This is an optimization exercise on Yosys and OpenROAD, whose aim is small area and a short achievable clock period, not a production implementation. Function was not checked in any run shown here: the RTL went through the layout flow alone. Power figures rest on the tool's default switching activity, not on a simulated workload.

$ cat flow/design.v
`timescale 1ns / 1ps
module matrix_convol #(parameter m=9, f=3) (clk, rst, a, b, stride, out, done);
input clk, rst;
input [7:0] a, b;
input [3:0] stride;
output reg [15:0] out;
output reg done;
localparam [1:0] S_IDLE = 2'd0, S_LOAD = 2'd1, S_MAC = 2'd2, S_STEP = 2'd3;
reg [1:0] state;
reg [3:0] lr;       
reg [3:0] lc;       
reg [2:0] cc, cr;   
reg       ov;       
reg [647:0] xq;     
reg [71:0]  hq;     
reg [8:0]  rs;      
reg [1:0]  r, c;    
reg [8:0]  hs;      
reg [7:0]  xr, hr;  
reg [15:0] ps, pc;  
reg [15:0] acc;
wire ld_st   = (state == S_LOAD);
wire mac_st  = (state == S_MAC);
wire step_st = (state == S_STEP);
wire last_e  = (lc == 4'd8);
integer R, j;
always @(posedge clk) begin
    for (R = 0; R < 9; R = R + 1) begin
        for (j = 1; j < 9; j = j + 1)
            xq[(9*R+j)*8 +: 8] <= xq[(9*R+j-1)*8 +: 8];
        if (ld_st && lr == R)
            xq[(9*R)*8 +: 8] <= a;
        else
            xq[(9*R)*8 +: 8] <= xq[(9*R+8)*8 +: 8];
    end
    for (j = 1; j < 9; j = j + 1)
        hq[j*8 +: 8] <= hq[(j-1)*8 +: 8];
    if (ld_st && lr == 4'd0)
        hq[7:0] <= b;
    else
        hq[7:0] <= hq[71:64];
end
reg [7:0] xt, ht;
always @(*) begin
    xt = 8'd0;
    ht = 8'd0;
    for (R = 0; R < 9; R = R + 1) begin
        xt = xt | ({8{rs[R]}} & xq[(9*R + (3*R)%9)*8 +: 8]);
        ht = ht | ({8{hs[R]}} & hq[R*8 +: 8]);
    end
end
reg [8:0] hs_n, rs_n;
reg [1:0] r_n, c_n;
always @(*) begin
    hs_n = 9'd0;
    case ({cr, cc})
        6'd0: hs_n = 9'b000000001;
        6'd1: hs_n = 9'b000000010;
        6'd2: hs_n = 9'b000000100;
        6'd3: hs_n = 9'b000001000;
        6'd4: hs_n = 9'b000010000;
        6'd5: hs_n = 9'b000100000;
        6'd6: hs_n = 9'b001000000;
        6'd7: hs_n = 9'b010000000;
        6'd8: hs_n = 9'b000001000;
        6'd9: hs_n = 9'b000010000;
        6'd10: hs_n = 9'b000100000;
        6'd11: hs_n = 9'b001000000;
        6'd12: hs_n = 9'b010000000;
        6'd13: hs_n = 9'b100000000;
        6'd14: hs_n = 9'b000000001;
        6'd15: hs_n = 9'b000000010;
        6'd16: hs_n = 9'b001000000;
        6'd17: hs_n = 9'b010000000;
        6'd18: hs_n = 9'b100000000;
        6'd19: hs_n = 9'b000000001;
        6'd20: hs_n = 9'b000000010;
        6'd21: hs_n = 9'b000000100;
        6'd22: hs_n = 9'b000001000;
        6'd23: hs_n = 9'b000010000;
        6'd24: hs_n = 9'b000000001;
        6'd25: hs_n = 9'b000000010;
        6'd26: hs_n = 9'b000000100;
        6'd27: hs_n = 9'b000001000;
        6'd28: hs_n = 9'b000010000;
        6'd29: hs_n = 9'b000100000;
        6'd30: hs_n = 9'b001000000;
        6'd31: hs_n = 9'b010000000;
        6'd32: hs_n = 9'b000001000;
        6'd33: hs_n = 9'b000010000;
        6'd34: hs_n = 9'b000100000;
        6'd35: hs_n = 9'b001000000;
        6'd36: hs_n = 9'b010000000;
        6'd37: hs_n = 9'b100000000;
        6'd38: hs_n = 9'b000000001;
        6'd39: hs_n = 9'b000000010;
        6'd40: hs_n = 9'b001000000;
        6'd41: hs_n = 9'b010000000;
        6'd42: hs_n = 9'b100000000;
        6'd43: hs_n = 9'b000000001;
        6'd44: hs_n = 9'b000000010;
        6'd45: hs_n = 9'b000000100;
        6'd46: hs_n = 9'b000001000;
        6'd47: hs_n = 9'b000010000;
        6'd48: hs_n = 9'b000000001;
        6'd49: hs_n = 9'b000000010;
        6'd50: hs_n = 9'b000000100;
        6'd51: hs_n = 9'b000001000;
        6'd52: hs_n = 9'b000010000;
        6'd53: hs_n = 9'b000100000;
        6'd54: hs_n = 9'b001000000;
        6'd55: hs_n = 9'b010000000;
        6'd56: hs_n = 9'b000001000;
        6'd57: hs_n = 9'b000010000;
        6'd58: hs_n = 9'b000100000;
        6'd59: hs_n = 9'b001000000;
        6'd60: hs_n = 9'b010000000;
        6'd61: hs_n = 9'b100000000;
        6'd62: hs_n = 9'b000000001;
        6'd63: hs_n = 9'b000000010;
        default: hs_n = 9'd0;
    endcase
    rs_n = 9'd0; r_n = 2'd0; c_n = 2'd0;
    case ({cr, cc})
        6'd0: begin rs_n = 9'b000000001; r_n = 2'd0; c_n = 2'd1; end
        6'd1: begin rs_n = 9'b000000001; r_n = 2'd0; c_n = 2'd0; end
        6'd2: begin rs_n = 9'b000000100; r_n = 2'd2; c_n = 2'd2; end
        6'd3: begin rs_n = 9'b000000100; r_n = 2'd2; c_n = 2'd1; end
        6'd4: begin rs_n = 9'b000000100; r_n = 2'd2; c_n = 2'd0; end
        6'd5: begin rs_n = 9'b000000010; r_n = 2'd1; c_n = 2'd2; end
        6'd6: begin rs_n = 9'b000000010; r_n = 2'd1; c_n = 2'd1; end
        6'd7: begin rs_n = 9'b000000010; r_n = 2'd1; c_n = 2'd0; end
        6'd8: begin rs_n = 9'b000001000; r_n = 2'd2; c_n = 2'd1; end
        6'd9: begin rs_n = 9'b000001000; r_n = 2'd2; c_n = 2'd0; end
        6'd10: begin rs_n = 9'b000000100; r_n = 2'd1; c_n = 2'd2; end
        6'd11: begin rs_n = 9'b000000100; r_n = 2'd1; c_n = 2'd1; end
        6'd12: begin rs_n = 9'b000000100; r_n = 2'd1; c_n = 2'd0; end
        6'd13: begin rs_n = 9'b000000010; r_n = 2'd0; c_n = 2'd2; end
        6'd14: begin rs_n = 9'b000000010; r_n = 2'd0; c_n = 2'd1; end
        6'd15: begin rs_n = 9'b000000010; r_n = 2'd0; c_n = 2'd0; end
        6'd16: begin rs_n = 9'b000001000; r_n = 2'd1; c_n = 2'd1; end
        6'd17: begin rs_n = 9'b000001000; r_n = 2'd1; c_n = 2'd0; end
        6'd18: begin rs_n = 9'b000000100; r_n = 2'd0; c_n = 2'd2; end
        6'd19: begin rs_n = 9'b000000100; r_n = 2'd0; c_n = 2'd1; end
        6'd20: begin rs_n = 9'b000000100; r_n = 2'd0; c_n = 2'd0; end
        6'd21: begin rs_n = 9'b000010000; r_n = 2'd2; c_n = 2'd2; end
        6'd22: begin rs_n = 9'b000010000; r_n = 2'd2; c_n = 2'd1; end
        6'd23: begin rs_n = 9'b000010000; r_n = 2'd2; c_n = 2'd0; end
        6'd24: begin rs_n = 9'b000001000; r_n = 2'd0; c_n = 2'd1; end
        6'd25: begin rs_n = 9'b000001000; r_n = 2'd0; c_n = 2'd0; end
        6'd26: begin rs_n = 9'b000100000; r_n = 2'd2; c_n = 2'd2; end
        6'd27: begin rs_n = 9'b000100000; r_n = 2'd2; c_n = 2'd1; end
        6'd28: begin rs_n = 9'b000100000; r_n = 2'd2; c_n = 2'd0; end
        6'd29: begin rs_n = 9'b000010000; r_n = 2'd1; c_n = 2'd2; end
        6'd30: begin rs_n = 9'b000010000; r_n = 2'd1; c_n = 2'd1; end
        6'd31: begin rs_n = 9'b000010000; r_n = 2'd1; c_n = 2'd0; end
        6'd32: begin rs_n = 9'b001000000; r_n = 2'd2; c_n = 2'd1; end
        6'd33: begin rs_n = 9'b001000000; r_n = 2'd2; c_n = 2'd0; end
        6'd34: begin rs_n = 9'b000100000; r_n = 2'd1; c_n = 2'd2; end
        6'd35: begin rs_n = 9'b000100000; r_n = 2'd1; c_n = 2'd1; end
        6'd36: begin rs_n = 9'b000100000; r_n = 2'd1; c_n = 2'd0; end
        6'd37: begin rs_n = 9'b000010000; r_n = 2'd0; c_n = 2'd2; end
        6'd38: begin rs_n = 9'b000010000; r_n = 2'd0; c_n = 2'd1; end
        6'd39: begin rs_n = 9'b000010000; r_n = 2'd0; c_n = 2'd0; end
        6'd40: begin rs_n = 9'b001000000; r_n = 2'd1; c_n = 2'd1; end
        6'd41: begin rs_n = 9'b001000000; r_n = 2'd1; c_n = 2'd0; end
        6'd42: begin rs_n = 9'b000100000; r_n = 2'd0; c_n = 2'd2; end
        6'd43: begin rs_n = 9'b000100000; r_n = 2'd0; c_n = 2'd1; end
        6'd44: begin rs_n = 9'b000100000; r_n = 2'd0; c_n = 2'd0; end
        6'd45: begin rs_n = 9'b010000000; r_n = 2'd2; c_n = 2'd2; end
        6'd46: begin rs_n = 9'b010000000; r_n = 2'd2; c_n = 2'd1; end
        6'd47: begin rs_n = 9'b010000000; r_n = 2'd2; c_n = 2'd0; end
        6'd48: begin rs_n = 9'b001000000; r_n = 2'd0; c_n = 2'd1; end
        6'd49: begin rs_n = 9'b001000000; r_n = 2'd0; c_n = 2'd0; end
        6'd50: begin rs_n = 9'b100000000; r_n = 2'd2; c_n = 2'd2; end
        6'd51: begin rs_n = 9'b100000000; r_n = 2'd2; c_n = 2'd1; end
        6'd52: begin rs_n = 9'b100000000; r_n = 2'd2; c_n = 2'd0; end
        6'd53: begin rs_n = 9'b010000000; r_n = 2'd1; c_n = 2'd2; end
        6'd54: begin rs_n = 9'b010000000; r_n = 2'd1; c_n = 2'd1; end
        6'd55: begin rs_n = 9'b010000000; r_n = 2'd1; c_n = 2'd0; end
        6'd58: begin rs_n = 9'b100000000; r_n = 2'd1; c_n = 2'd2; end
        6'd59: begin rs_n = 9'b100000000; r_n = 2'd1; c_n = 2'd1; end
        6'd60: begin rs_n = 9'b100000000; r_n = 2'd1; c_n = 2'd0; end
        6'd61: begin rs_n = 9'b010000000; r_n = 2'd0; c_n = 2'd2; end
        6'd62: begin rs_n = 9'b010000000; r_n = 2'd0; c_n = 2'd1; end
        6'd63: begin rs_n = 9'b010000000; r_n = 2'd0; c_n = 2'd0; end
        default: begin rs_n = 9'd0; r_n = 2'd0; c_n = 2'd0; end
    endcase
end
wire first = mac_st && lc == 4'd0;            
wire clr   = mac_st && lc == 4'd1;            
wire stop  = step_st && lc == 4'd4;           
always @(posedge clk) begin
    hs <= hs_n;
    if (first) begin
        rs <= rs_n; r <= r_n; c <= c_n;
    end else if (stop) begin
        rs <= 9'd0;
    end else if (c == 2'd2) begin
        c <= 2'd0;
        if (r == 2'd2) begin r <= 2'd0; rs <= rs >> 2; end
        else begin r <= r + 2'd1; rs <= rs << 1; end
    end else
        c <= c + 2'd1;
end
wire m_pp0_0 = xr[0] & hr[0];
wire m_pp0_1 = xr[1] & hr[0];
wire m_pp0_2 = xr[2] & hr[0];
wire m_pp0_3 = xr[3] & hr[0];
wire m_pp0_4 = xr[4] & hr[0];
wire m_pp0_5 = xr[5] & hr[0];
wire m_pp0_6 = xr[6] & hr[0];
wire m_pp0_7 = xr[7] & hr[0];
wire m_pp1_0 = xr[0] & hr[1];
wire m_pp1_1 = xr[1] & hr[1];
wire m_pp1_2 = xr[2] & hr[1];
wire m_pp1_3 = xr[3] & hr[1];
wire m_pp1_4 = xr[4] & hr[1];
wire m_pp1_5 = xr[5] & hr[1];
wire m_pp1_6 = xr[6] & hr[1];
wire m_pp1_7 = xr[7] & hr[1];
wire m_pp2_0 = xr[0] & hr[2];
wire m_pp2_1 = xr[1] & hr[2];
wire m_pp2_2 = xr[2] & hr[2];
wire m_pp2_3 = xr[3] & hr[2];
wire m_pp2_4 = xr[4] & hr[2];
wire m_pp2_5 = xr[5] & hr[2];
wire m_pp2_6 = xr[6] & hr[2];
wire m_pp2_7 = xr[7] & hr[2];
wire m_pp3_0 = xr[0] & hr[3];
wire m_pp3_1 = xr[1] & hr[3];
wire m_pp3_2 = xr[2] & hr[3];
wire m_pp3_3 = xr[3] & hr[3];
wire m_pp3_4 = xr[4] & hr[3];
wire m_pp3_5 = xr[5] & hr[3];
wire m_pp3_6 = xr[6] & hr[3];
wire m_pp3_7 = xr[7] & hr[3];
wire m_pp4_0 = xr[0] & hr[4];
wire m_pp4_1 = xr[1] & hr[4];
wire m_pp4_2 = xr[2] & hr[4];
wire m_pp4_3 = xr[3] & hr[4];
wire m_pp4_4 = xr[4] & hr[4];
wire m_pp4_5 = xr[5] & hr[4];
wire m_pp4_6 = xr[6] & hr[4];
wire m_pp4_7 = xr[7] & hr[4];
wire m_pp5_0 = xr[0] & hr[5];
wire m_pp5_1 = xr[1] & hr[5];
wire m_pp5_2 = xr[2] & hr[5];
wire m_pp5_3 = xr[3] & hr[5];
wire m_pp5_4 = xr[4] & hr[5];
wire m_pp5_5 = xr[5] & hr[5];
wire m_pp5_6 = xr[6] & hr[5];
wire m_pp5_7 = xr[7] & hr[5];
wire m_pp6_0 = xr[0] & hr[6];
wire m_pp6_1 = xr[1] & hr[6];
wire m_pp6_2 = xr[2] & hr[6];
wire m_pp6_3 = xr[3] & hr[6];
wire m_pp6_4 = xr[4] & hr[6];
wire m_pp6_5 = xr[5] & hr[6];
wire m_pp6_6 = xr[6] & hr[6];
wire m_pp6_7 = xr[7] & hr[6];
wire m_pp7_0 = xr[0] & hr[7];
wire m_pp7_1 = xr[1] & hr[7];
wire m_pp7_2 = xr[2] & hr[7];
wire m_pp7_3 = xr[3] & hr[7];
wire m_pp7_4 = xr[4] & hr[7];
wire m_pp7_5 = xr[5] & hr[7];
wire m_pp7_6 = xr[6] & hr[7];
wire m_pp7_7 = xr[7] & hr[7];
wire m_s1 = m_pp0_6 ^ m_pp1_5;
wire m_c2 = m_pp0_6 & m_pp1_5;
wire m_s3 = m_pp0_7 ^ m_pp1_6 ^ m_pp2_5;
wire m_c4 = (m_pp0_7 & m_pp1_6) | (m_pp0_7 & m_pp2_5) | (m_pp1_6 & m_pp2_5);
wire m_s5 = m_pp3_4 ^ m_pp4_3;
wire m_c6 = m_pp3_4 & m_pp4_3;
wire m_s7 = m_pp1_7 ^ m_pp2_6 ^ m_pp3_5;
wire m_c8 = (m_pp1_7 & m_pp2_6) | (m_pp1_7 & m_pp3_5) | (m_pp2_6 & m_pp3_5);
wire m_s9 = m_pp4_4 ^ m_pp5_3;
wire m_c10 = m_pp4_4 & m_pp5_3;
wire m_s11 = m_pp2_7 ^ m_pp3_6 ^ m_pp4_5;
wire m_c12 = (m_pp2_7 & m_pp3_6) | (m_pp2_7 & m_pp4_5) | (m_pp3_6 & m_pp4_5);
wire m_s13 = m_pp0_4 ^ m_pp1_3;
wire m_c14 = m_pp0_4 & m_pp1_3;
wire m_s15 = m_pp0_5 ^ m_pp1_4 ^ m_pp2_3;
wire m_c16 = (m_pp0_5 & m_pp1_4) | (m_pp0_5 & m_pp2_3) | (m_pp1_4 & m_pp2_3);
wire m_s17 = m_pp3_2 ^ m_pp4_1;
wire m_c18 = m_pp3_2 & m_pp4_1;
wire m_s19 = m_s1 ^ m_pp2_4 ^ m_pp3_3;
wire m_c20 = (m_s1 & m_pp2_4) | (m_s1 & m_pp3_3) | (m_pp2_4 & m_pp3_3);
wire m_s21 = m_pp4_2 ^ m_pp5_1 ^ m_pp6_0;
wire m_c22 = (m_pp4_2 & m_pp5_1) | (m_pp4_2 & m_pp6_0) | (m_pp5_1 & m_pp6_0);
wire m_s23 = m_s3 ^ m_s5 ^ m_pp5_2;
wire m_c24 = (m_s3 & m_s5) | (m_s3 & m_pp5_2) | (m_s5 & m_pp5_2);
wire m_s25 = m_pp6_1 ^ m_pp7_0 ^ m_c2;
wire m_c26 = (m_pp6_1 & m_pp7_0) | (m_pp6_1 & m_c2) | (m_pp7_0 & m_c2);
wire m_s27 = m_s7 ^ m_s9 ^ m_pp6_2;
wire m_c28 = (m_s7 & m_s9) | (m_s7 & m_pp6_2) | (m_s9 & m_pp6_2);
wire m_s29 = m_pp7_1 ^ m_c4 ^ m_c6;
wire m_c30 = (m_pp7_1 & m_c4) | (m_pp7_1 & m_c6) | (m_c4 & m_c6);
wire m_s31 = m_s11 ^ m_pp5_4 ^ m_pp6_3;
wire m_c32 = (m_s11 & m_pp5_4) | (m_s11 & m_pp6_3) | (m_pp5_4 & m_pp6_3);
wire m_s33 = m_pp7_2 ^ m_c8 ^ m_c10;
wire m_c34 = (m_pp7_2 & m_c8) | (m_pp7_2 & m_c10) | (m_c8 & m_c10);
wire m_s35 = m_pp3_7 ^ m_pp4_6 ^ m_pp5_5;
wire m_c36 = (m_pp3_7 & m_pp4_6) | (m_pp3_7 & m_pp5_5) | (m_pp4_6 & m_pp5_5);
wire m_s37 = m_pp6_4 ^ m_pp7_3 ^ m_c12;
wire m_c38 = (m_pp6_4 & m_pp7_3) | (m_pp6_4 & m_c12) | (m_pp7_3 & m_c12);
wire m_s39 = m_pp4_7 ^ m_pp5_6 ^ m_pp6_5;
wire m_c40 = (m_pp4_7 & m_pp5_6) | (m_pp4_7 & m_pp6_5) | (m_pp5_6 & m_pp6_5);
wire m_s41 = m_pp0_3 ^ m_pp1_2;
wire m_c42 = m_pp0_3 & m_pp1_2;
wire m_s43 = m_s13 ^ m_pp2_2 ^ m_pp3_1;
wire m_c44 = (m_s13 & m_pp2_2) | (m_s13 & m_pp3_1) | (m_pp2_2 & m_pp3_1);
wire m_s45 = m_s15 ^ m_s17 ^ m_pp5_0;
wire m_c46 = (m_s15 & m_s17) | (m_s15 & m_pp5_0) | (m_s17 & m_pp5_0);
wire m_s47 = m_s19 ^ m_s21 ^ m_c16;
wire m_c48 = (m_s19 & m_s21) | (m_s19 & m_c16) | (m_s21 & m_c16);
wire m_s49 = m_s23 ^ m_s25 ^ m_c20;
wire m_c50 = (m_s23 & m_s25) | (m_s23 & m_c20) | (m_s25 & m_c20);
wire m_s51 = m_s27 ^ m_s29 ^ m_c24;
wire m_c52 = (m_s27 & m_s29) | (m_s27 & m_c24) | (m_s29 & m_c24);
wire m_s53 = m_s31 ^ m_s33 ^ m_c28;
wire m_c54 = (m_s31 & m_s33) | (m_s31 & m_c28) | (m_s33 & m_c28);
wire m_s55 = m_s35 ^ m_s37 ^ m_c32;
wire m_c56 = (m_s35 & m_s37) | (m_s35 & m_c32) | (m_s37 & m_c32);
wire m_s57 = m_s39 ^ m_pp7_4 ^ m_c36;
wire m_c58 = (m_s39 & m_pp7_4) | (m_s39 & m_c36) | (m_pp7_4 & m_c36);
wire m_s59 = m_pp5_7 ^ m_pp6_6 ^ m_pp7_5;
wire m_c60 = (m_pp5_7 & m_pp6_6) | (m_pp5_7 & m_pp7_5) | (m_pp6_6 & m_pp7_5);
wire m_s61 = m_pp0_2 ^ m_pp1_1;
wire m_c62 = m_pp0_2 & m_pp1_1;
wire m_s63 = m_s41 ^ m_pp2_1 ^ m_pp3_0;
wire m_c64 = (m_s41 & m_pp2_1) | (m_s41 & m_pp3_0) | (m_pp2_1 & m_pp3_0);
wire m_s65 = m_s43 ^ m_pp4_0 ^ m_c42;
wire m_c66 = (m_s43 & m_pp4_0) | (m_s43 & m_c42) | (m_pp4_0 & m_c42);
wire m_s67 = m_s45 ^ m_c14 ^ m_c44;
wire m_c68 = (m_s45 & m_c14) | (m_s45 & m_c44) | (m_c14 & m_c44);
wire m_s69 = m_s47 ^ m_c18 ^ m_c46;
wire m_c70 = (m_s47 & m_c18) | (m_s47 & m_c46) | (m_c18 & m_c46);
wire m_s71 = m_s49 ^ m_c22 ^ m_c48;
wire m_c72 = (m_s49 & m_c22) | (m_s49 & m_c48) | (m_c22 & m_c48);
wire m_s73 = m_s51 ^ m_c26 ^ m_c50;
wire m_c74 = (m_s51 & m_c26) | (m_s51 & m_c50) | (m_c26 & m_c50);
wire m_s75 = m_s53 ^ m_c30 ^ m_c52;
wire m_c76 = (m_s53 & m_c30) | (m_s53 & m_c52) | (m_c30 & m_c52);
wire m_s77 = m_s55 ^ m_c34 ^ m_c54;
wire m_c78 = (m_s55 & m_c34) | (m_s55 & m_c54) | (m_c34 & m_c54);
wire m_s79 = m_s57 ^ m_c38 ^ m_c56;
wire m_c80 = (m_s57 & m_c38) | (m_s57 & m_c56) | (m_c38 & m_c56);
wire m_s81 = m_s59 ^ m_c40 ^ m_c58;
wire m_c82 = (m_s59 & m_c40) | (m_s59 & m_c58) | (m_c40 & m_c58);
wire m_s83 = m_pp6_7 ^ m_pp7_6 ^ m_c60;
wire m_c84 = (m_pp6_7 & m_pp7_6) | (m_pp6_7 & m_c60) | (m_pp7_6 & m_c60);
always @(posedge clk) begin
    xr  <= xt;
    hr  <= ht;
    ps  <= {1'b0, m_pp7_7, m_s83, m_s81, m_s79, m_s77, m_s75, m_s73, m_s71, m_s69, m_s67, m_s65, m_s63, m_s61, m_pp0_1, m_pp0_0};
    pc  <= {1'b0, m_c84, m_c82, m_c80, m_c78, m_c76, m_c74, m_c72, m_c70, m_c68, m_c66, m_c64, m_c62, m_pp2_0, m_pp1_0, 1'b0};
    acc <= clr ? 16'd0 : acc + ps + pc;
end
always @(posedge clk) begin
    if (rst)
        state <= S_IDLE;
    else case (state)
        S_IDLE: state <= S_LOAD;
        S_LOAD: state <= (lr == 4'd9) ? S_MAC : S_LOAD;
        S_MAC:  state <= S_STEP;
        default: state <= (ov || (cc == 3'd6 && cr == 3'd6 && last_e)) ? S_IDLE : S_MAC;
    endcase
end
wire [4:0] ccs = cc + stride;
wire [4:0] crs = cr + stride;
always @(posedge clk) begin
    case (state)
        S_IDLE: begin
            lr <= 4'd0; lc <= 4'd0;
            cc <= 3'd0; cr <= 3'd0; ov <= 1'b0;
            done <= 1'b0; out <= 16'd0;
        end
        S_LOAD: begin
            if (lr == 4'd9) lc <= 4'd0;
            else if (last_e) begin lc <= 4'd0; lr <= lr + 4'd1; end
            else lc <= lc + 4'd1;
        end
        S_MAC: begin
            done <= last_e;
            if (last_e) out <= acc;
        end
        default: begin
            lc <= last_e ? 4'd0 : lc + 4'd1;
            if (last_e) begin
                if (cc != 3'd6) begin
                    cc <= ccs[2:0];
                    ov <= ccs > 5'd6;
                end else begin
                    cc <= 3'd0;
                    if (cr != 3'd6) begin
                        cr <= crs[2:0];
                        ov <= crs > 5'd6;
                    end else
                        cr <= 3'd0;
                end
            end
        end
    endcase
end
endmodule
$ cat flow/run.sh
#!/bin/bash
# synth_recipe.tcl (not shown) runs the flow's synth.tcl, then flattens the netlist and writes it again
# the make line also repeats each setting of config.mk as NAME=value (left out here)
make -C /OpenROAD-flow-scripts/flow DESIGN_CONFIG=/design/flow/config.mk WORK_HOME=/design/flow/orfs CLKGATE_MAP_FILE= SYNTH_SCRIPT=/design/flow/synth_recipe.tcl finish
$ cat flow/config.mk
export PLATFORM = sky130hd
export DESIGN_NAME = matrix_convol
export DESIGN_NICKNAME = matrix_convol
export VERILOG_FILES = /design/flow/design.v
export SDC_FILE = /design/flow/constraint.sdc
export NUM_CORES = 4
export LEC_CHECK = 0
export CAP_MARGIN = 20
export CORE_MARGIN = 2
export CORE_UTILIZATION = 40
export CTS_BUF_LIST = sky130_fd_sc_hd__clkbuf_8 sky130_fd_sc_hd__clkbuf_4
export SLEW_MARGIN = 20
$ cat flow/constraint.sdc
create_clock -name core_clock -period 11.0 [get_ports {clk}]
set_input_delay 2.2000 -clock core_clock [delete_from_list [all_inputs] [get_ports {clk}]]
set_output_delay 2.2000 -clock core_clock [all_outputs]
set_load 0.01 [all_outputs]
==> impl_results.md, run 1 <==
- Status: no timing/DRC/antenna violations
- Synth Flop Type: dfxtp_1
- Gr usage total: 13.8%
- Layout cell share with drive strength beyond 1: 17.3%
- H-tree levels: 3
- Post-synthesis cell count: 1555
- Routed WL: 40.2 mm
- Slew headroom: 31.1%
- Critical path cell sequence: clkdlybuf4s50_1
- CP Capture Type: output pin
- Post-synthesis net count: 1673
- Initial core utilization: 40.2%
- Hold_ws: 0.311 ns
- Final setup margin: 7.24 ns
- Die Y: 244 microns
- Final Cycle Share: 34.2%
- Worst-case clock skew: 0.0335 ns
- Hold Path Cell Cnt: 0
- CP delay by family, top: buffers and inverters
- Die area: 59600 sq um
- Die W: 244 microns
- Hpwl dp: 25.2 mm
- Post-synthesis sequential area ratio: 74.6%
- Average size of a mapped cell: 14.8 sq um
- Later-pin clock latency in the skew report: 0.71 ns
- Global route total overflow: 0
- Rows: 88
- Drt pass-1 iters: 5
- Final Instance Area: 26800 sq um
- Switching share of power: 26.8%
- Max_cap viols: 0
- Hold path endpoint: xq[91]$_DFF_P_
- RSZ-0062 raised after global routing: no
- WS Path Type: reg2out
- Root Buffer: clkbuf_8
- Total number of vias: 11300
- Final core occ: 46.7%
- Synthesized flop and latch total: 837
- CTS clk-pin slew, worst paths: 0.06 ns
- Largest net degree at the start of global routing: 35
- # Post-CTS Setup Buffers: 0
- Critical Path AT: 1.56 ns
- Buf+Inv Stages, Crit Path: 1
- RR Endpoint: ps[7]$_DFF_P_
- Setup TNS: 0 ns
- Clock share of power: 33.1%
- Syn. warnings: 1
- R2R setup slack: 8.00 ns
- # setup viols final: 0
- Post-CTS sizing: 0
- Max Fclk: 0.266 GHz
- Number of distinct library cells after synthesis: 64
- Largest cells by area after synthesis: dfxtp_1 (69%), edfxtp_1 (5.9%), fa_1 (4.5%)
- Final hold vios: 0
- Worst Setup Slack post-DPL: 6.66 ns
- Synth area leader: dfxtp_1
- Vias in the first global route: 11800
- Clock Sinks: 837
- Worst vdd ir: 0.119 mV
- Crit path time final: 3.76 ns
- Crit path largest cell delay: 0.55 ns
- Min-Delay Path Class: reg2reg
- Antenna violations before repair: 3
- Power Internal: 5580 uW
- NetSw: 2040 uW
- Critical path launch point type: register
- Global-route wire length before repair: 64.3 mm
- R2R Path Start: xr[7]$_DFF_P_
- Worst-Margin Slew: 1.03 ns
- Post-synth EDFFs: 45
- # diodes: 0
- Final GP Congestion: 0.808
- CTS buffer count: 119
- CP max stage cell: clkdlybuf4s50_1
- TritonCTS clock tree: built
- IO Count: 39
- Hold wc startpoint: xq[83]$_DFF_P_
- Routed len/inst: 15.9 microns
- Leakage: 0.0111 uW
- Drt via density: 4.47
- Initial DRC count: 524
- Worst EP required: 8.80 ns
- CTS hold repair buffers: 0
- CTS max path bufs: 3
- Post-synth top area share: 68.7%
- Reg power frac: 52.5%
- Post-synth ARST share: 0%
- Pins over their slew limit: 0
- Pwr/cell area: 284 nW/um^2
- Remaining antenna violation count: 0
- Crit-path max FO: 1
- R2R cell count: 8
- Synthesized cell area: 23100 sq um
- IO buf count: 38
- Comb power frac: 14.5%
- DRC errors left: 0
- Placed Area: 24200 sq um
- Synthesis-to-layout area growth: 16.2%
- Final nets: 1791
- Placeable core area: 57400 sq um
==> sequential cells by signal, indices dropped and copies added, names as in the netlist <==
name and cells:
xr 8, lr 4, state 2, cc 3, out 16, r 2
pc 14, acc 16, c 2, cr 3, hr 8, lc 4
xq 648, rs 9, hs 9, done 1, hq 72, ps 15
ov 1
==> kinds of logic after synthesis <==
logic type	Yosys count	synth area share, %
xor+xnor	15	0.570
simple gates	240	5.66
mux	102	5.03
buf+inv	96	1.71
fa+ha+maj	96	6.90
compound gates	169	5.53
flops	837	74.6
==> synth_stat cells, drive strengths merged (5+ instances only) <==
cell type  number
a31oi           5
o22ai           7
a211oi          6
a22o           16
a22oi          18
a221oi         18
o21a            8
a21oi          22
fa             52
nor2b           7
nand2          62
nand3b          6
nand3          26
dfxtp         792
buf            15
inv            52
a222oi         16
nor3            9
xor2            6
clkbuf         29
a21o           12
edfxtp         45
o21ai          19
nor2           34
mux2           82
xnor2           9
nor3b           7
nand2b         12
ha             44
mux2i          20
and2           64
==> layer usage <==
metal	global-route usage (%)	vias up	routed length (microns)
met5	0	-	0
met3	3.44	65	1680
met4	5.22	0	874
met1	17.8	5488	18900
li1	-	5513	-
met2	22.4	210	18800
==> per-stage QoR <==
step / instances / power [uW]
after global routing: 2525 / 8080
after detailed placement: 2316 / 5170
after floorplan: 1555 / 4770
after CTS: 2524 / 7720
final: 2525 / 7620
after global placement: 2316 / 5130
==> how the worst max path moves through the flow <==
stage,start,to,slack (ns),cells past startpoint
after global routing,done$_DFFE_PP_,done,7.15,1
after global placement,stride[0],ov$_SDFFCE_PP0P_,6.72,7
final,done$_DFFE_PP_,done,7.24,1
after CTS,done$_DFFE_PP_,done,7.16,1
after detailed placement,stride[0],ov$_SDFFCE_PP0P_,6.66,7
after floorplan,stride[0],ov$_SDFFCE_PP0P_,7.27,6
==> power by group through the flow <==
stage | Combinational (uW) | Sequential [uW] | Clock [uW]
2_1_floorplan | 927 | 3840 | 0
3_3_place_gp | 1070 | 4060 | 0
5_1_grt | 1280 | 4060 | 2740
3_5_place_dp | 1110 | 4070 | 0
6_report | 1100 | 4000 | 2520
4_1_cts | 1110 | 4010 | 2600
==> layout by cell type (no fill, tap or decap), types with 41 or more instances in the layout <==
| cell | n |
|---|---|
| dfxtp_1 | 792 |
| clkbuf_8 | 144 |
| mux2_2 | 72 |
| and2_1 | 64 |
| nand2_1 | 62 |
| inv_1 | 52 |
| fa_1 | 52 |
| edfxtp_1 | 45 |
| ha_1 | 44 |
| clkbuf_4 | 41 |
==> layout make-up <==
class                           count  area (sq um)
Clock buffer                      185          2290
Clock inverter                     23           283
Fill cell                        4966         30600
Inverter                           52           195
Multi-Input combinational cell    622          5470
Sequential cell                   837         17200
Tap cell                          765           957
Timing Repair Buffer               41           410
==> inputs of run 2 (changes only) <==
--- a/flow/config.mk
+++ b/flow/config.mk
@@ -8,5 +8,4 @@
 export CAP_MARGIN = 20
 export CORE_MARGIN = 2
 export CORE_UTILIZATION = 40
-export CTS_BUF_LIST = sky130_fd_sc_hd__clkbuf_8 sky130_fd_sc_hd__clkbuf_4
 export SLEW_MARGIN = 20
==> impl_results.md, run 2 <==
- Antenna violations before repair: 2 (was 3)
- Final GP Congestion: 0.808 (unchanged)
- Final Cycle Share: 33.8% (was 34.2%)
- Buf+Inv Stages, Crit Path: 1 (unchanged)
- Worst-case clock skew: 0.0179 ns (was 0.0335 ns)
- Synth Flop Type: dfxtp_1 (unchanged)
- IO Count: 39 (unchanged)
- # diodes: 0 (unchanged)
- Post-CTS sizing: 0 (unchanged)
- Vias in the first global route: 11600 (was 11800)
- Top flop regs: xq (648), hq (72) (unchanged)
- Worst vdd ir: 0.147 mV (was 0.119 mV)
- CTS clk-pin slew, worst paths: 0.06 ns (about the same)
- Hpwl dp: 25.2 mm (unchanged)
- Worst path depth: 7 (was 1)
- TritonCTS clock tree: built (unchanged)
- Initial DRC count: 590 (was 524)
- Synthesis-to-layout area growth: 17.1% (was 16.2%)
- R2R cell count: 8 (unchanged)
- Crit-path max FO: 2 (was 1)
- Die Y: 244 microns (unchanged)
- Die area: 59600 sq um (unchanged)
- Clock Sinks: 837 (unchanged)
- Most frequent cells in the layout: dfxtp_1 (792), clkbuf_16 (82), mux2_2 (72) (was dfxtp_1 (792), clkbuf_8 (144), mux2_2 (72))
- Max_cap viols: 0 (unchanged)
- CP max stage cell: clkdlybuf4s50_1 (unchanged)
- Slew headroom: 31.2% (was 31.1%)
- Most flops, register: xq (unchanged)
- H-tree levels: 3 (unchanged)
- Critical path cell sequence: clkdlybuf4s50_1 -> ha_1 -> fa_1 -> xnor2_1 -> nor2_1 -> o41a_1 -> o21a_1 (was clkdlybuf4s50_1)
- Critical Path AT: 4.08 ns (was 1.56 ns)
- Rows: 88 (unchanged)
- Post-synth top area share: 68.7% (unchanged)
- Placeable core area: 57400 sq um (unchanged)
- Drt pass-1 iters: 7 (was 5)
- Placed Area: 24200 sq um (unchanged)
- Die W: 244 microns (unchanged)
- Routed len/inst: 16.2 microns (was 15.9 microns)
- Cell with the most instances after synthesis: dfxtp_1 (unchanged)
- Remaining antenna violation count: 0 (unchanged)
- CTS buffer count: 80 (was 119)
- Worst Setup Slack post-DPL: 6.66 ns (unchanged)
- R2R setup slack: 8.00 ns (about the same)
- Final nets: 1752 (was 1791)
- Syn. warnings: 1 (unchanged)
- Synth area leader: dfxtp_1 (unchanged)
- Final Instance Area: 27000 sq um (was 26800 sq um)
- Post-synthesis sequential area ratio: 74.6% (unchanged)
- DRC errors left: 0 (unchanged)
- Largest cells by area after synthesis: dfxtp_1 (69%), edfxtp_1 (5.9%), fa_1 (4.5%) (unchanged)
- Critical path launch point type: input port (was register)
- Layout cell share with drive strength beyond 1: 13.4% (was 17.3%)
- Worst-Margin Slew: 1.03 ns (about the same)
- Leakage: 0.0111 uW (about the same)
- Synthesized flop and latch total: 837 (unchanged)
- CTS hold repair buffers: 0 (unchanged)
- Synthesized cell area: 23100 sq um (unchanged)
- RSZ-0062 raised after global routing: no (unchanged)
- Status: no timing/DRC/antenna violations (unchanged)
- Pwr/cell area: 293 nW/um^2 (was 284 nW/um^2)
- Average size of a mapped cell: 14.8 sq um (unchanged)
- CP delay by family, top: adder cells (was buffers and inverters)
- Min-Delay Path Class: reg2reg (unchanged)
- WS Path Type: in2reg (was reg2out)
- CTS max path bufs: 3 (unchanged)
- Post-synthesis net count: 1673 (unchanged)
- Root Buffer: clkbuf_16 (was clkbuf_8)
- Max reg flops: 648 (unchanged)
- Routed WL: 39.8 mm (was 40.2 mm)
- # Post-CTS Setup Buffers: 0 (unchanged)
- CP Capture Type: register (was output pin)
- # setup viols final: 0 (unchanged)
- Initial core utilization: 40.2% (unchanged)
- Post-synth EDFFs: 45 (unchanged)
- Total number of vias: 11100 (was 11300)
- Commonest non-fill, non-tap cell in the layout: dfxtp_1 (unchanged)
- Inst Count DP: 2316 (unchanged)
- Setup TNS: 0 ns (unchanged)
- Later-pin clock latency in the skew report: 0.61 ns (was 0.71 ns)
- Post-synthesis cell count: 1555 (unchanged)
- Post-synth ARST share: 0% (unchanged)
- Filler-free cell count of the finished design: 2462 (was 2525)
- Pins over their slew limit: 0 (unchanged)
- Final setup margin: 7.28 ns (was 7.24 ns)
- Synth cell count leaders: dfxtp_1 (792), mux2_2 (72), and2_1 (64) (unchanged)
- Final hold vios: 0 (unchanged)
- IO buf count: 38 (unchanged)
- Global-route wire length before repair: 63.7 mm (was 64.3 mm)
- Crit path largest cell delay: 0.45 ns (was 0.55 ns)
- Max Fclk: 0.269 GHz (was 0.266 GHz)
- Number of distinct library cells after synthesis: 64 (unchanged)
- Global route total overflow: 0 (unchanged)
- Gr usage total: 13.7% (was 13.8%)
- Worst EP required: 11.36 ns (was 8.80 ns)
- Hold Path Cell Cnt: 0 (unchanged)
- Crit path time final: 3.72 ns (was 3.76 ns)
- Drt via density: 4.52 (was 4.47)
- Largest net degree at the start of global routing: 35 (unchanged)
## run 2: logic make-up after synthesis
family	synth area share (%)
xor+xnor	0.570
flops	74.6
fa+ha+maj	6.90
compound gates	5.53
simple gates	5.66
buf+inv	1.71
mux	5.03
## run 2: stage by stage
| stage | hold slack (ns) | total power (uW) | utilization, % |
|---|---|---|---|
| floorplan | 0.310 | 4770 | - |
| global placement | 0.310 | 5130 | 42.2 |
| detailed placement | 0.312 | 5170 | 42.2 |
| CTS | 0.312 | 8020 | 47.0 |
| global route | 0.325 | 8360 | 47.1 |
| finish | 0.316 | 7920 | 47.1 |
## run 2: worst paths after layout
check | end | start
worst min-delay path | xq[279]$_DFF_P_ | xq[271]$_DFF_P_
worst max-delay path | ov$_SDFFCE_PP0P_ | stride[0]
worst max register to register | ps[7]$_DFF_P_ | xr[7]$_DFF_P_
worst min register to register | xq[279]$_DFF_P_ | xq[271]$_DFF_P_
## run 2: cell type report
class	count	area (sq um)
inverter	52	195
clock inverter	38	522
sequential	837	17200
multi-input combinational	622	5470
tap	765	957
clock buffer	107	2250
fill	4905	30400
timing repair buffer	41	410
## run 2: where the power goes
group	internal [uW]	switching [uW]	leakage [uW]
clock network	1690	1130	0.00137
registers	3640	361	0.00695
logic	521	582	0.00283
## run 2: routing by layer
metal | part of all wire (%) | routed length, microns | track usage, %
met5 | 0 | 0 | 0
met4 | 2.0 | 799 | 5.02
met3 | 4.1 | 1640 | 2.72
met2 | 47 | 18600 | 22.5
met1 | 47 | 18800 | 18.1
==> inputs of run 3 (changes only) <==
--- a/flow/design.v
+++ b/flow/design.v
@@ -11,6 +11,8 @@
 reg [3:0] lc;       
 reg [2:0] cc, cr;   
 reg       ov;       
+reg [3:0] strd;     
+reg       upd;      
 reg [647:0] xq;     
 reg [71:0]  hq;     
 reg [8:0]  rs;      
@@ -122,74 +124,73 @@
     endcase
     rs_n = 9'd0; r_n = 2'd0; c_n = 2'd0;
     case ({cr, cc})
-        6'd0: begin rs_n = 9'b000000001; r_n = 2'd0; c_n = 2'd1; end
-        6'd1: begin rs_n = 9'b000000001; r_n = 2'd0; c_n = 2'd0; end
-        6'd2: begin rs_n = 9'b000000100; r_n = 2'd2; c_n = 2'd2; end
-        6'd3: begin rs_n = 9'b000000100; r_n = 2'd2; c_n = 2'd1; end
-        6'd4: begin rs_n = 9'b000000100; r_n = 2'd2; c_n = 2'd0; end
-        6'd5: begin rs_n = 9'b000000010; r_n = 2'd1; c_n = 2'd2; end
-        6'd6: begin rs_n = 9'b000000010; r_n = 2'd1; c_n = 2'd1; end
-        6'd7: begin rs_n = 9'b000000010; r_n = 2'd1; c_n = 2'd0; end
-        6'd8: begin rs_n = 9'b000001000; r_n = 2'd2; c_n = 2'd1; end
-        6'd9: begin rs_n = 9'b000001000; r_n = 2'd2; c_n = 2'd0; end
-        6'd10: begin rs_n = 9'b000000100; r_n = 2'd1; c_n = 2'd2; end
-        6'd11: begin rs_n = 9'b000000100; r_n = 2'd1; c_n = 2'd1; end
-        6'd12: begin rs_n = 9'b000000100; r_n = 2'd1; c_n = 2'd0; end
-        6'd13: begin rs_n = 9'b000000010; r_n = 2'd0; c_n = 2'd2; end
-        6'd14: begin rs_n = 9'b000000010; r_n = 2'd0; c_n = 2'd1; end
-        6'd15: begin rs_n = 9'b000000010; r_n = 2'd0; c_n = 2'd0; end
-        6'd16: begin rs_n = 9'b000001000; r_n = 2'd1; c_n = 2'd1; end
-        6'd17: begin rs_n = 9'b000001000; r_n = 2'd1; c_n = 2'd0; end
-        6'd18: begin rs_n = 9'b000000100; r_n = 2'd0; c_n = 2'd2; end
-        6'd19: begin rs_n = 9'b000000100; r_n = 2'd0; c_n = 2'd1; end
-        6'd20: begin rs_n = 9'b000000100; r_n = 2'd0; c_n = 2'd0; end
-        6'd21: begin rs_n = 9'b000010000; r_n = 2'd2; c_n = 2'd2; end
-        6'd22: begin rs_n = 9'b000010000; r_n = 2'd2; c_n = 2'd1; end
-        6'd23: begin rs_n = 9'b000010000; r_n = 2'd2; c_n = 2'd0; end
-        6'd24: begin rs_n = 9'b000001000; r_n = 2'd0; c_n = 2'd1; end
-        6'd25: begin rs_n = 9'b000001000; r_n = 2'd0; c_n = 2'd0; end
-        6'd26: begin rs_n = 9'b000100000; r_n = 2'd2; c_n = 2'd2; end
-        6'd27: begin rs_n = 9'b000100000; r_n = 2'd2; c_n = 2'd1; end
-        6'd28: begin rs_n = 9'b000100000; r_n = 2'd2; c_n = 2'd0; end
-        6'd29: begin rs_n = 9'b000010000; r_n = 2'd1; c_n = 2'd2; end
-        6'd30: begin rs_n = 9'b000010000; r_n = 2'd1; c_n = 2'd1; end
-        6'd31: begin rs_n = 9'b000010000; r_n = 2'd1; c_n = 2'd0; end
-        6'd32: begin rs_n = 9'b001000000; r_n = 2'd2; c_n = 2'd1; end
-        6'd33: begin rs_n = 9'b001000000; r_n = 2'd2; c_n = 2'd0; end
-        6'd34: begin rs_n = 9'b000100000; r_n = 2'd1; c_n = 2'd2; end
-        6'd35: begin rs_n = 9'b000100000; r_n = 2'd1; c_n = 2'd1; end
-        6'd36: begin rs_n = 9'b000100000; r_n = 2'd1; c_n = 2'd0; end
-        6'd37: begin rs_n = 9'b000010000; r_n = 2'd0; c_n = 2'd2; end
-        6'd38: begin rs_n = 9'b000010000; r_n = 2'd0; c_n = 2'd1; end
-        6'd39: begin rs_n = 9'b000010000; r_n = 2'd0; c_n = 2'd0; end
-        6'd40: begin rs_n = 9'b001000000; r_n = 2'd1; c_n = 2'd1; end
-        6'd41: begin rs_n = 9'b001000000; r_n = 2'd1; c_n = 2'd0; end
-        6'd42: begin rs_n = 9'b000100000; r_n = 2'd0; c_n = 2'd2; end
-        6'd43: begin rs_n = 9'b000100000; r_n = 2'd0; c_n = 2'd1; end
-        6'd44: begin rs_n = 9'b000100000; r_n = 2'd0; c_n = 2'd0; end
-        6'd45: begin rs_n = 9'b010000000; r_n = 2'd2; c_n = 2'd2; end
-        6'd46: begin rs_n = 9'b010000000; r_n = 2'd2; c_n = 2'd1; end
-        6'd47: begin rs_n = 9'b010000000; r_n = 2'd2; c_n = 2'd0; end
-        6'd48: begin rs_n = 9'b001000000; r_n = 2'd0; c_n = 2'd1; end
-        6'd49: begin rs_n = 9'b001000000; r_n = 2'd0; c_n = 2'd0; end
-        6'd50: begin rs_n = 9'b100000000; r_n = 2'd2; c_n = 2'd2; end
-        6'd51: begin rs_n = 9'b100000000; r_n = 2'd2; c_n = 2'd1; end
-        6'd52: begin rs_n = 9'b100000000; r_n = 2'd2; c_n = 2'd0; end
-        6'd53: begin rs_n = 9'b010000000; r_n = 2'd1; c_n = 2'd2; end
-        6'd54: begin rs_n = 9'b010000000; r_n = 2'd1; c_n = 2'd1; end
-        6'd55: begin rs_n = 9'b010000000; r_n = 2'd1; c_n = 2'd0; end
-        6'd58: begin rs_n = 9'b100000000; r_n = 2'd1; c_n = 2'd2; end
-        6'd59: begin rs_n = 9'b100000000; r_n = 2'd1; c_n = 2'd1; end
-        6'd60: begin rs_n = 9'b100000000; r_n = 2'd1; c_n = 2'd0; end
-        6'd61: begin rs_n = 9'b010000000; r_n = 2'd0; c_n = 2'd2; end
-        6'd62: begin rs_n = 9'b010000000; r_n = 2'd0; c_n = 2'd1; end
-        6'd63: begin rs_n = 9'b010000000; r_n = 2'd0; c_n = 2'd0; end
+        6'd0: begin rs_n = 9'b000000001; r_n = 2'd0; c_n = 2'd2; end
+        6'd1: begin rs_n = 9'b000000001; r_n = 2'd0; c_n = 2'd1; end
+        6'd2: begin rs_n = 9'b000000001; r_n = 2'd0; c_n = 2'd0; end
+        6'd3: begin rs_n = 9'b000000100; r_n = 2'd2; c_n = 2'd2; end
+        6'd4: begin rs_n = 9'b000000100; r_n = 2'd2; c_n = 2'd1; end
+        6'd5: begin rs_n = 9'b000000100; r_n = 2'd2; c_n = 2'd0; end
+        6'd6: begin rs_n = 9'b000000010; r_n = 2'd1; c_n = 2'd2; end
+        6'd7: begin rs_n = 9'b000000010; r_n = 2'd1; c_n = 2'd1; end
+        6'd8: begin rs_n = 9'b000001000; r_n = 2'd2; c_n = 2'd2; end
+        6'd9: begin rs_n = 9'b000001000; r_n = 2'd2; c_n = 2'd1; end
+        6'd10: begin rs_n = 9'b000001000; r_n = 2'd2; c_n = 2'd0; end
+        6'd11: begin rs_n = 9'b000000100; r_n = 2'd1; c_n = 2'd2; end
+        6'd12: begin rs_n = 9'b000000100; r_n = 2'd1; c_n = 2'd1; end
+        6'd13: begin rs_n = 9'b000000100; r_n = 2'd1; c_n = 2'd0; end
+        6'd14: begin rs_n = 9'b000000010; r_n = 2'd0; c_n = 2'd2; end
+        6'd15: begin rs_n = 9'b000000010; r_n = 2'd0; c_n = 2'd1; end
+        6'd16: begin rs_n = 9'b000001000; r_n = 2'd1; c_n = 2'd2; end
+        6'd17: begin rs_n = 9'b000001000; r_n = 2'd1; c_n = 2'd1; end
+        6'd18: begin rs_n = 9'b000001000; r_n = 2'd1; c_n = 2'd0; end
+        6'd19: begin rs_n = 9'b000000100; r_n = 2'd0; c_n = 2'd2; end
+        6'd20: begin rs_n = 9'b000000100; r_n = 2'd0; c_n = 2'd1; end
+        6'd21: begin rs_n = 9'b000000100; r_n = 2'd0; c_n = 2'd0; end
+        6'd22: begin rs_n = 9'b000010000; r_n = 2'd2; c_n = 2'd2; end
+        6'd23: begin rs_n = 9'b000010000; r_n = 2'd2; c_n = 2'd1; end
+        6'd24: begin rs_n = 9'b000001000; r_n = 2'd0; c_n = 2'd2; end
+        6'd25: begin rs_n = 9'b000001000; r_n = 2'd0; c_n = 2'd1; end
+        6'd26: begin rs_n = 9'b000001000; r_n = 2'd0; c_n = 2'd0; end
+        6'd27: begin rs_n = 9'b000100000; r_n = 2'd2; c_n = 2'd2; end
+        6'd28: begin rs_n = 9'b000100000; r_n = 2'd2; c_n = 2'd1; end
+        6'd29: begin rs_n = 9'b000100000; r_n = 2'd2; c_n = 2'd0; end
+        6'd30: begin rs_n = 9'b000010000; r_n = 2'd1; c_n = 2'd2; end
+        6'd31: begin rs_n = 9'b000010000; r_n = 2'd1; c_n = 2'd1; end
+        6'd32: begin rs_n = 9'b001000000; r_n = 2'd2; c_n = 2'd2; end
+        6'd33: begin rs_n = 9'b001000000; r_n = 2'd2; c_n = 2'd1; end
+        6'd34: begin rs_n = 9'b001000000; r_n = 2'd2; c_n = 2'd0; end
+        6'd35: begin rs_n = 9'b000100000; r_n = 2'd1; c_n = 2'd2; end
+        6'd36: begin rs_n = 9'b000100000; r_n = 2'd1; c_n = 2'd1; end
+        6'd37: begin rs_n = 9'b000100000; r_n = 2'd1; c_n = 2'd0; end
+        6'd38: begin rs_n = 9'b000010000; r_n = 2'd0; c_n = 2'd2; end
+        6'd39: begin rs_n = 9'b000010000; r_n = 2'd0; c_n = 2'd1; end
+        6'd40: begin rs_n = 9'b001000000; r_n = 2'd1; c_n = 2'd2; end
+        6'd41: begin rs_n = 9'b001000000; r_n = 2'd1; c_n = 2'd1; end
+        6'd42: begin rs_n = 9'b001000000; r_n = 2'd1; c_n = 2'd0; end
+        6'd43: begin rs_n = 9'b000100000; r_n = 2'd0; c_n = 2'd2; end
+        6'd44: begin rs_n = 9'b000100000; r_n = 2'd0; c_n = 2'd1; end
+        6'd45: begin rs_n = 9'b000100000; r_n = 2'd0; c_n = 2'd0; end
+        6'd46: begin rs_n = 9'b010000000; r_n = 2'd2; c_n = 2'd2; end
+        6'd47: begin rs_n = 9'b010000000; r_n = 2'd2; c_n = 2'd1; end
+        6'd48: begin rs_n = 9'b001000000; r_n = 2'd0; c_n = 2'd2; end
+        6'd49: begin rs_n = 9'b001000000; r_n = 2'd0; c_n = 2'd1; end
+        6'd50: begin rs_n = 9'b001000000; r_n = 2'd0; c_n = 2'd0; end
+        6'd51: begin rs_n = 9'b100000000; r_n = 2'd2; c_n = 2'd2; end
+        6'd52: begin rs_n = 9'b100000000; r_n = 2'd2; c_n = 2'd1; end
+        6'd53: begin rs_n = 9'b100000000; r_n = 2'd2; c_n = 2'd0; end
+        6'd54: begin rs_n = 9'b010000000; r_n = 2'd1; c_n = 2'd2; end
+        6'd55: begin rs_n = 9'b010000000; r_n = 2'd1; c_n = 2'd1; end
+        6'd59: begin rs_n = 9'b100000000; r_n = 2'd1; c_n = 2'd2; end
+        6'd60: begin rs_n = 9'b100000000; r_n = 2'd1; c_n = 2'd1; end
+        6'd61: begin rs_n = 9'b100000000; r_n = 2'd1; c_n = 2'd0; end
+        6'd62: begin rs_n = 9'b010000000; r_n = 2'd0; c_n = 2'd2; end
+        6'd63: begin rs_n = 9'b010000000; r_n = 2'd0; c_n = 2'd1; end
         default: begin rs_n = 9'd0; r_n = 2'd0; c_n = 2'd0; end
     endcase
 end
-wire first = mac_st && lc == 4'd0;            
-wire clr   = mac_st && lc == 4'd1;            
-wire stop  = step_st && lc == 4'd4;           
+wire first = step_st && lc == 4'd0;           
+wire clr   = step_st && lc == 4'd1;           
+wire stop  = mac_st && lc == 4'd5;            
 always @(posedge clk) begin
     hs <= hs_n;
     if (first) begin
@@ -368,8 +369,12 @@
         default: state <= (ov || (cc == 3'd6 && cr == 3'd6 && last_e)) ? S_IDLE : S_MAC;
     endcase
 end
-wire [4:0] ccs = cc + stride;
-wire [4:0] crs = cr + stride;
+wire [4:0] ccs = cc + strd;
+wire [4:0] crs = cr + strd;
+always @(posedge clk) begin
+    strd <= stride;
+    upd  <= step_st && last_e;
+end
 always @(posedge clk) begin
     case (state)
         S_IDLE: begin
@@ -385,10 +390,7 @@
         S_MAC: begin
             done <= last_e;
             if (last_e) out <= acc;
-        end
-        default: begin
-            lc <= last_e ? 4'd0 : lc + 4'd1;
-            if (last_e) begin
+            if (upd) begin
                 if (cc != 3'd6) begin
                     cc <= ccs[2:0];
                     ov <= ccs > 5'd6;
@@ -402,6 +404,9 @@
                 end
             end
         end
+        default: begin
+            lc <= last_e ? 4'd0 : lc + 4'd1;
+        end
     endcase
 end
 endmodule
--- a/flow/config.mk
+++ b/flow/config.mk
@@ -8,4 +8,7 @@
 export CAP_MARGIN = 20
 export CORE_MARGIN = 2
 export CORE_UTILIZATION = 40
+export CTS_BUF_LIST = sky130_fd_sc_hd__clkbuf_8
+export CTS_CLUSTER_DIAMETER = 50
+export CTS_CLUSTER_SIZE = 16
 export SLEW_MARGIN = 20
==> impl_results.md, run 3 <==
- Rows: 87 (was 88)
- Average size of a mapped cell: 14.8 sq um (about the same)
- Hold Path Cell Cnt: 0 (unchanged)
- CTS max path bufs: 3 (unchanged)
- Slew headroom: 28.9% (was 31.2%)
- Synthesized flop and latch total: 842 (was 837)
- Hold path endpoint: xq[180]$_DFF_P_ (was xq[279]$_DFF_P_)
- Global route total overflow: 0 (unchanged)
- Post-synth ARST share: 0% (unchanged)
- Die W: 244 microns (about the same)
- Comb power frac: 18.4% (was 13.9%)
- Remaining antenna violation count: 0 (unchanged)
- Syn. warnings: 1 (unchanged)
- Final core occ: 45.1% (was 47.1%)
- Max reg flops: 648 (unchanged)
- CTS buffer count: 72 (was 80)
- DRC errors left: 0 (unchanged)
- Layout cell share with drive strength beyond 1: 12.6% (was 13.4%)
- Reg power frac: 56.8% (was 50.5%)
- Synthesized cell area: 23000 sq um (was 23100 sq um)
- Leakage: 0.0104 uW (was 0.0111 uW)
- Post-CTS sizing: 0 (unchanged)
- Routed WL: 39.5 mm (was 39.8 mm)
- Commonest non-fill, non-tap cell in the layout: dfxtp_1 (unchanged)
- Drt pass-1 iters: 5 (was 7)
- Cell with the most instances after synthesis: dfxtp_1 (unchanged)
- IO Count: 39 (unchanged)
- Synth Flop Type: dfxtp_1 (unchanged)
- Post-synth EDFFs: 45 (unchanged)
- Placeable core area: 56700 sq um (was 57400 sq um)
- Hpwl dp: 25.2 mm (about the same)
- CTS hold repair buffers: 0 (unchanged)
- Max_cap viols: 0 (unchanged)
- Total number of vias: 11000 (was 11100)
- Critical Path AT: 1.52 ns (was 4.08 ns)
- TritonCTS clock tree: built (unchanged)
- Worst-case clock skew: 0.0300 ns (was 0.0179 ns)
- R2R cell count: 8 (unchanged)
- Pins over their slew limit: 0 (unchanged)
- Number of distinct library cells after synthesis: 70 (was 64)
- Most frequent cells in the layout: dfxtp_1 (797), mux2_2 (82), clkbuf_8 (76) (was dfxtp_1 (792), clkbuf_16 (82), mux2_2 (72))
- Top flop regs: xq (648), hq (72) (unchanged)
- WS Path Type: reg2out (was in2reg)
- Pwr/cell area: 271 nW/um^2 (was 293 nW/um^2)
- R2R setup slack: 8.01 ns (was 8.00 ns)
- Post-synth top area share: 69.3% (was 68.7%)
- RR Endpoint: ps[7]$_DFF_P_ (unchanged)
- Most flops, register: xq (unchanged)
- Power Internal: 4920 uW (was 5850 uW)
- Switching share of power: 29.0% (was 26.2%)
- Antenna violations before repair: 1 (was 2)
- Hold_ws: 0.313 ns (was 0.316 ns)
- Critical path cell sequence: clkdlybuf4s50_1 (was clkdlybuf4s50_1 -> ha_1 -> fa_1 -> xnor2_1 -> nor2_1 -> o41a_1 -> o21a_1)
- Final hold vios: 0 (unchanged)
- Global-route wire length before repair: 61.8 mm (was 63.7 mm)
- Post-synthesis net count: 1672 (was 1673)
- CTS clk-pin slew, worst paths: 0.10 ns (was 0.06 ns)
- Die area: 59500 sq um (was 59600 sq um)
- Max Fclk: 0.269 GHz (about the same)
- Gr usage total: 13.5% (was 13.7%)
- Min-Delay Path Class: reg2reg (unchanged)
- Setup TNS: 0 ns (unchanged)
- CP Capture Type: output pin (was register)
- Worst EP required: 8.80 ns (was 11.36 ns)
- Crit path largest cell delay: 0.52 ns (was 0.45 ns)
- Status: no timing/DRC/antenna violations (unchanged)
- Final Cycle Share: 33.8% (about the same)
- Hold wc startpoint: xq[172]$_DFF_P_ (was xq[271]$_DFF_P_)
- Vias in the first global route: 11200 (was 11600)
- NetSw: 2010 uW (was 2080 uW)
- Buf+Inv Stages, Crit Path: 1 (unchanged)
- CP delay by family, top: buffers and inverters (was adder cells)
- Largest net degree at the start of global routing: 38 (was 35)
- Routed len/inst: 16.3 microns (was 16.2 microns)
- Final GP Congestion: 0.787 (was 0.808)
- Critical path launch point type: register (was input port)
- Synthesis-to-layout area growth: 11.0% (was 17.1%)
- H-tree levels: 3 (unchanged)
- Worst vdd ir: 0.110 mV (was 0.147 mV)
- Initial core utilization: 40.6% (was 40.2%)
- Post-synthesis cell count: 1559 (was 1555)
- Clock Sinks: 842 (was 837)
- Synth cell count leaders: dfxtp_1 (797), mux2_2 (82), and2_1 (63) (was dfxtp_1 (792), mux2_2 (72), and2_1 (64))
- Worst-Margin Slew: 1.07 ns (was 1.03 ns)
- CP Launch Point: out[14]$_SDFFCE_PN0P_ (was stride[0])
- Crit path time final: 3.72 ns (about the same)
- Final nets: 1742 (was 1752)
- Inst Count DP: 2311 (was 2316)
- CP max stage cell: clkdlybuf4s50_1 (unchanged)
- R2R Path Start: xr[7]$_DFF_P_ (unchanged)
- RSZ-0062 raised after global routing: no (unchanged)
- Synth area leader: dfxtp_1 (unchanged)
- Later-pin clock latency in the skew report: 0.68 ns (was 0.61 ns)
- # Post-CTS Setup Buffers: 0 (unchanged)
- Initial DRC count: 515 (was 590)
- Post-synthesis sequential area ratio: 75.1% (was 74.6%)
- Clock share of power: 24.8% (was 35.6%)
- Crit-path max FO: 1 (was 2)
- Filler-free cell count of the finished design: 2418 (was 2462)
- Drt via density: 4.53 (was 4.52)
- # setup viols final: 0 (unchanged)
- Largest cells by area after synthesis: dfxtp_1 (69%), edfxtp_1 (5.9%), fa_1 (4.5%) (unchanged)
- Die Y: 244 microns (about the same)
- Root Buffer: clkbuf_8 (was clkbuf_16)
- IO buf count: 38 (unchanged)
[run 3: worst max-delay path by stage]
stage / end / slack [ns] / depth (start not counted)
after floorplan: ps[7]$_DFF_P_ / 8.22 / 8
after global placement: xq[148]$_DFF_P_ / 7.74 / 2
after detailed placement: xq[292]$_DFF_P_ / 7.69 / 2
after CTS: out[14] / 7.20 / 1
after global routing: out[10] / 7.17 / 1
final: out[14] / 7.28 / 1
[run 3: metal layers]
layer / share of wire [%] / track usage, % / vias up
met2: 47 / 22.2 / 202
met1: 45 / 16.9 / 5309
li1: - / - / 5368
met4: 3.9 / 7.17 / 0
met5: 0 / 0 / -
met3: 3.8 / 2.59 / 73
[run 3: cell type report]
| cell class | count | area, sq um |
|---|---|---|
| fillers | 4966 | 31100 |
| flip-flops and latches | 842 | 17300 |
| multi-input cells | 620 | 5350 |
| clock buffers | 76 | 1050 |
| well taps | 756 | 946 |
| repair buffers | 41 | 403 |
| clock inverters | 30 | 315 |
| inverters | 52 | 195 |
| diodes | 1 | 2.50 |
[run 3: cell families after synthesis]
kind of cell	after synthesis	synth area share, %
flip-flops	842	75.1
buffers and inverters	97	1.68
AND/OR/NAND/NOR	251	5.91
adder cells (fa/ha/maj)	91	6.64
AO/OA/AOI/OAI	163	5.24
XOR/XNOR	16	0.608
multiplexers	99	4.81
[run 3: power groups by stage]
stage / registers [uW] / logic (uW) / clock network [uW]
2_1_floorplan: 3830 / 1040 / 0
3_3_place_gp: 4000 / 1250 / 0
3_5_place_dp: 4010 / 1290 / 0
4_1_cts: 3950 / 1290 / 1780
5_1_grt: 4000 / 1500 / 1900
6_report: 3940 / 1270 / 1720
[run 3: stage by stage]
stage | cell area [sq um] | worst slack, ns | power [uW]
floorplan | 23000 | 8.22 | 4870
global placement | 24200 | 7.74 | 5250
detailed placement | 24200 | 7.69 | 5300
CTS | 25600 | 7.20 | 7020
global route | 25600 | 7.17 | 7390
finish | 25600 | 7.28 | 6930
==> inputs of run 4 (changes only) <==
--- a/flow/config.mk
+++ b/flow/config.mk
@@ -9,6 +9,6 @@
 export CORE_MARGIN = 2
 export CORE_UTILIZATION = 40
 export CTS_BUF_LIST = sky130_fd_sc_hd__clkbuf_8
-export CTS_CLUSTER_DIAMETER = 50
-export CTS_CLUSTER_SIZE = 16
+export CTS_CLUSTER_DIAMETER = 60
+export CTS_CLUSTER_SIZE = 20
 export SLEW_MARGIN = 20
==> impl_results.md, run 4 <==
- Status: no timing/DRC/antenna violations (unchanged)
- # diodes: 0 (was 1)
- Critical path cell sequence: clkdlybuf4s50_1 (unchanged)
- Initial core utilization: 40.6% (unchanged)
- Synthesis-to-layout area growth: 9.51% (was 11.0%)
- Post-synth ARST share: 0% (unchanged)
- WS Path Type: reg2out (unchanged)
- TritonCTS clock tree: built (unchanged)
- Max Fclk: 0.268 GHz (was 0.269 GHz)
- Number of distinct library cells after synthesis: 70 (unchanged)
- H-tree levels: 2 (was 3)
- RR Endpoint: acc[15]$_SDFF_PP0_ (was ps[7]$_DFF_P_)
- Worst EP required: 8.80 ns (about the same)
- Synth Area in Compound Gates: 5.24% (unchanged)
- Commonest non-fill, non-tap cell in the layout: dfxtp_1 (unchanged)
- Setup TNS: 0 ns (unchanged)
- Die W: 244 microns (unchanged)
- Hpwl dp: 25.2 mm (unchanged)
- Post-synth EDFFs: 45 (unchanged)
- Worst-Margin Slew: 1.06 ns (was 1.07 ns)
- Final Cycle Share: 33.9% (was 33.8%)
- Crit-path max FO: 1 (unchanged)
- # setup viols final: 0 (unchanged)
- DRC errors left: 0 (unchanged)
- Post-synthesis net count: 1672 (unchanged)
- Antenna violations before repair: 2 (was 1)
- Drt pass-1 iters: 5 (unchanged)
- Global route total overflow: 0 (unchanged)
- Synthesized cell area: 23000 sq um (unchanged)
- Largest net degree at the start of global routing: 38 (unchanged)
- Global-route wire length before repair: 61.5 mm (was 61.8 mm)
- Top flop regs: xq (648), hq (72) (unchanged)
- Most flops, register: xq (unchanged)
- Post-synthesis sequential area ratio: 75.1% (unchanged)
- Largest family of logic cells by synthesized area: adder cells (unchanged)
- Synth area leader: dfxtp_1 (unchanged)
- Synth cell count leaders: dfxtp_1 (797), mux2_2 (82), and2_1 (63) (unchanged)
- Critical Path AT: 1.53 ns (was 1.52 ns)
- Placeable core area: 56700 sq um (unchanged)
- Total power: 6690 uW (was 6930 uW)
- Critical path launch point type: register (unchanged)
- Final GP Congestion: 0.787 (unchanged)
- Post-synthesis cell count: 1559 (unchanged)
- Die area: 59500 sq um (unchanged)
- Worst vdd ir: 0.143 mV (was 0.110 mV)
- # Post-CTS Setup Buffers: 0 (unchanged)
- Pwr/cell area: 265 nW/um^2 (was 271 nW/um^2)
- Post-Synth XOR/XNOR Area: 0.608% (unchanged)
- Synth Area in Adders: 6.64% (unchanged)
- Layout cell share with drive strength beyond 1: 11.0% (was 12.6%)
- Final hold vios: 0 (unchanged)
- Crit path largest cell delay: 0.52 ns (about the same)
- Vias in the first global route: 11000 (was 11200)
- R2R setup slack: 7.98 ns (was 8.01 ns)
- R2R cell count: 9 (was 8)
- Rows: 87 (unchanged)
- Later-pin clock latency in the skew report: 0.69 ns (was 0.68 ns)
- Average size of a mapped cell: 14.8 sq um (unchanged)
- Hold path endpoint: xq[140]$_DFF_P_ (was xq[180]$_DFF_P_)
- R2R Path Start: ps[1]$_DFF_P_ (was xr[7]$_DFF_P_)
- Leakage: 0.0102 uW (was 0.0104 uW)
- CTS buffer count: 54 (was 72)
- Worst-case clock skew: 0.0336 ns (was 0.0300 ns)
- Remaining antenna violation count: 0 (unchanged)
- CTS max path bufs: 3 (unchanged)
- Cell with the most instances after synthesis: dfxtp_1 (unchanged)
- Syn. warnings: 1 (unchanged)
- Pins over their slew limit: 0 (unchanged)
- Hold Path Cell Cnt: 0 (unchanged)
- Final nets: 1724 (was 1742)
- IO Count: 39 (unchanged)
- IO buf count: 38 (unchanged)
- CTS clk-pin slew, worst paths: 0.11 ns (was 0.10 ns)
- Hold wc startpoint: xq[132]$_DFF_P_ (was xq[172]$_DFF_P_)
- Drt via density: 4.53 (about the same)
- Most frequent cells in the layout: dfxtp_1 (797), mux2_2 (82), and2_1 (63) (was dfxtp_1 (797), mux2_2 (82), clkbuf_8 (76))
- Largest cells by area after synthesis: dfxtp_1 (69%), edfxtp_1 (5.9%), fa_1 (4.5%) (unchanged)
- CP max stage cell: clkdlybuf4s50_1 (unchanged)
- Synth Flop Type: dfxtp_1 (unchanged)
- Buf+Inv Stages, Crit Path: 1 (unchanged)
- CP Launch Point: done$_DFFE_PP_ (was out[14]$_SDFFCE_PN0P_)
- CP Capture Type: output pin (unchanged)
- Synthesized flop and latch total: 842 (unchanged)
- RSZ-0062 raised after global routing: no (unchanged)
- Post-CTS sizing: 0 (unchanged)
- Initial DRC count: 524 (was 515)
- Min-Delay Path Class: reg2reg (unchanged)
- Gr usage total: 13.4% (was 13.5%)
- Total number of vias: 10800 (was 11000)
- Clock Sinks: 842 (unchanged)
- CTS hold repair buffers: 0 (unchanged)
- CP delay by family, top: buffers and inverters (unchanged)
- Post-Synth Simple-Gate Area: 5.91% (unchanged)
- Max_cap viols: 0 (unchanged)
- Max reg flops: 648 (unchanged)
- Slew headroom: 29.1% (was 28.9%)
- Routed len/inst: 16.4 microns (was 16.3 microns)
- Crit path time final: 3.73 ns (was 3.72 ns)
- Root Buffer: clkbuf_8 (unchanged)
- Post-synth top area share: 69.3% (unchanged)
- Die Y: 244 microns (unchanged)
- Multiplexer share of the synthesized area: 4.81% (unchanged)
- Routed WL: 39.2 mm (was 39.5 mm)
-- run 4: area by class of cell --
| class | count | area (sq um) |
|---|---|---|
| clock buffer | 58 | 798 |
| inverter | 52 | 195 |
| tap | 756 | 946 |
| clock inverter | 18 | 231 |
| multi-input combinational | 620 | 5350 |
| fill | 4983 | 31500 |
| timing repair buffer | 41 | 403 |
| sequential | 842 | 17300 |
-- run 4: where the power goes --
part	internal [uW]	switching, uW
Sequential	3620	314
Clock	538	943
Combinational	578	693
Total	4740	1950
-- run 4: worst max path at each step --
stage | to | slack [ns] | depth (start not counted)
2_1_floorplan | ps[7]$_DFF_P_ | 8.22 | 8
3_3_place_gp | xq[148]$_DFF_P_ | 7.74 | 2
3_5_place_dp | xq[292]$_DFF_P_ | 7.69 | 2
4_1_cts | done | 7.19 | 1
5_1_grt | out[10] | 7.15 | 1
6_report | done | 7.27 | 1
-- run 4: stage by stage --
step	setup slack [ns]	cells	hold WS (ns)	util (%)	cell area, sq um
floorplan	8.22	1559	0.310	-	23000
global placement	7.74	2311	0.310	42.7	24200
detailed placement	7.69	2311	0.312	42.7	24200
CTS	7.19	2387	0.321	44.5	25200
global route	7.15	2387	0.335	44.5	25200
finish	7.27	2387	0.330	44.5	25200
-- run 4: cells by family (layout without fill, tap and decap cells) --
logic type	Yosys count	after routing
compound gates	163	163
xor+xnor	16	16
fa+ha+maj	91	91
buf+inv	97	169
flops	842	842
mux	99	99
simple gates	251	251
-- run 4: layer usage --
metal	track usage (%)	part of all wire, %	vias to the layer above
li1	-	-	5321
met3	2.39	3.8	81
met2	22.1	47	190
met1	17.2	46	5222
met5	0	0	-
met4	5.76	3.8	0

Check on run 4: ideal ports give 7.274 ns setup slack; a clkbuf_16 on the clock port and buf_2 on the inputs give 7.219 ns; moving port delays by the midpoint clock arrival (0.726 ns) as well gives 7.742 ns.
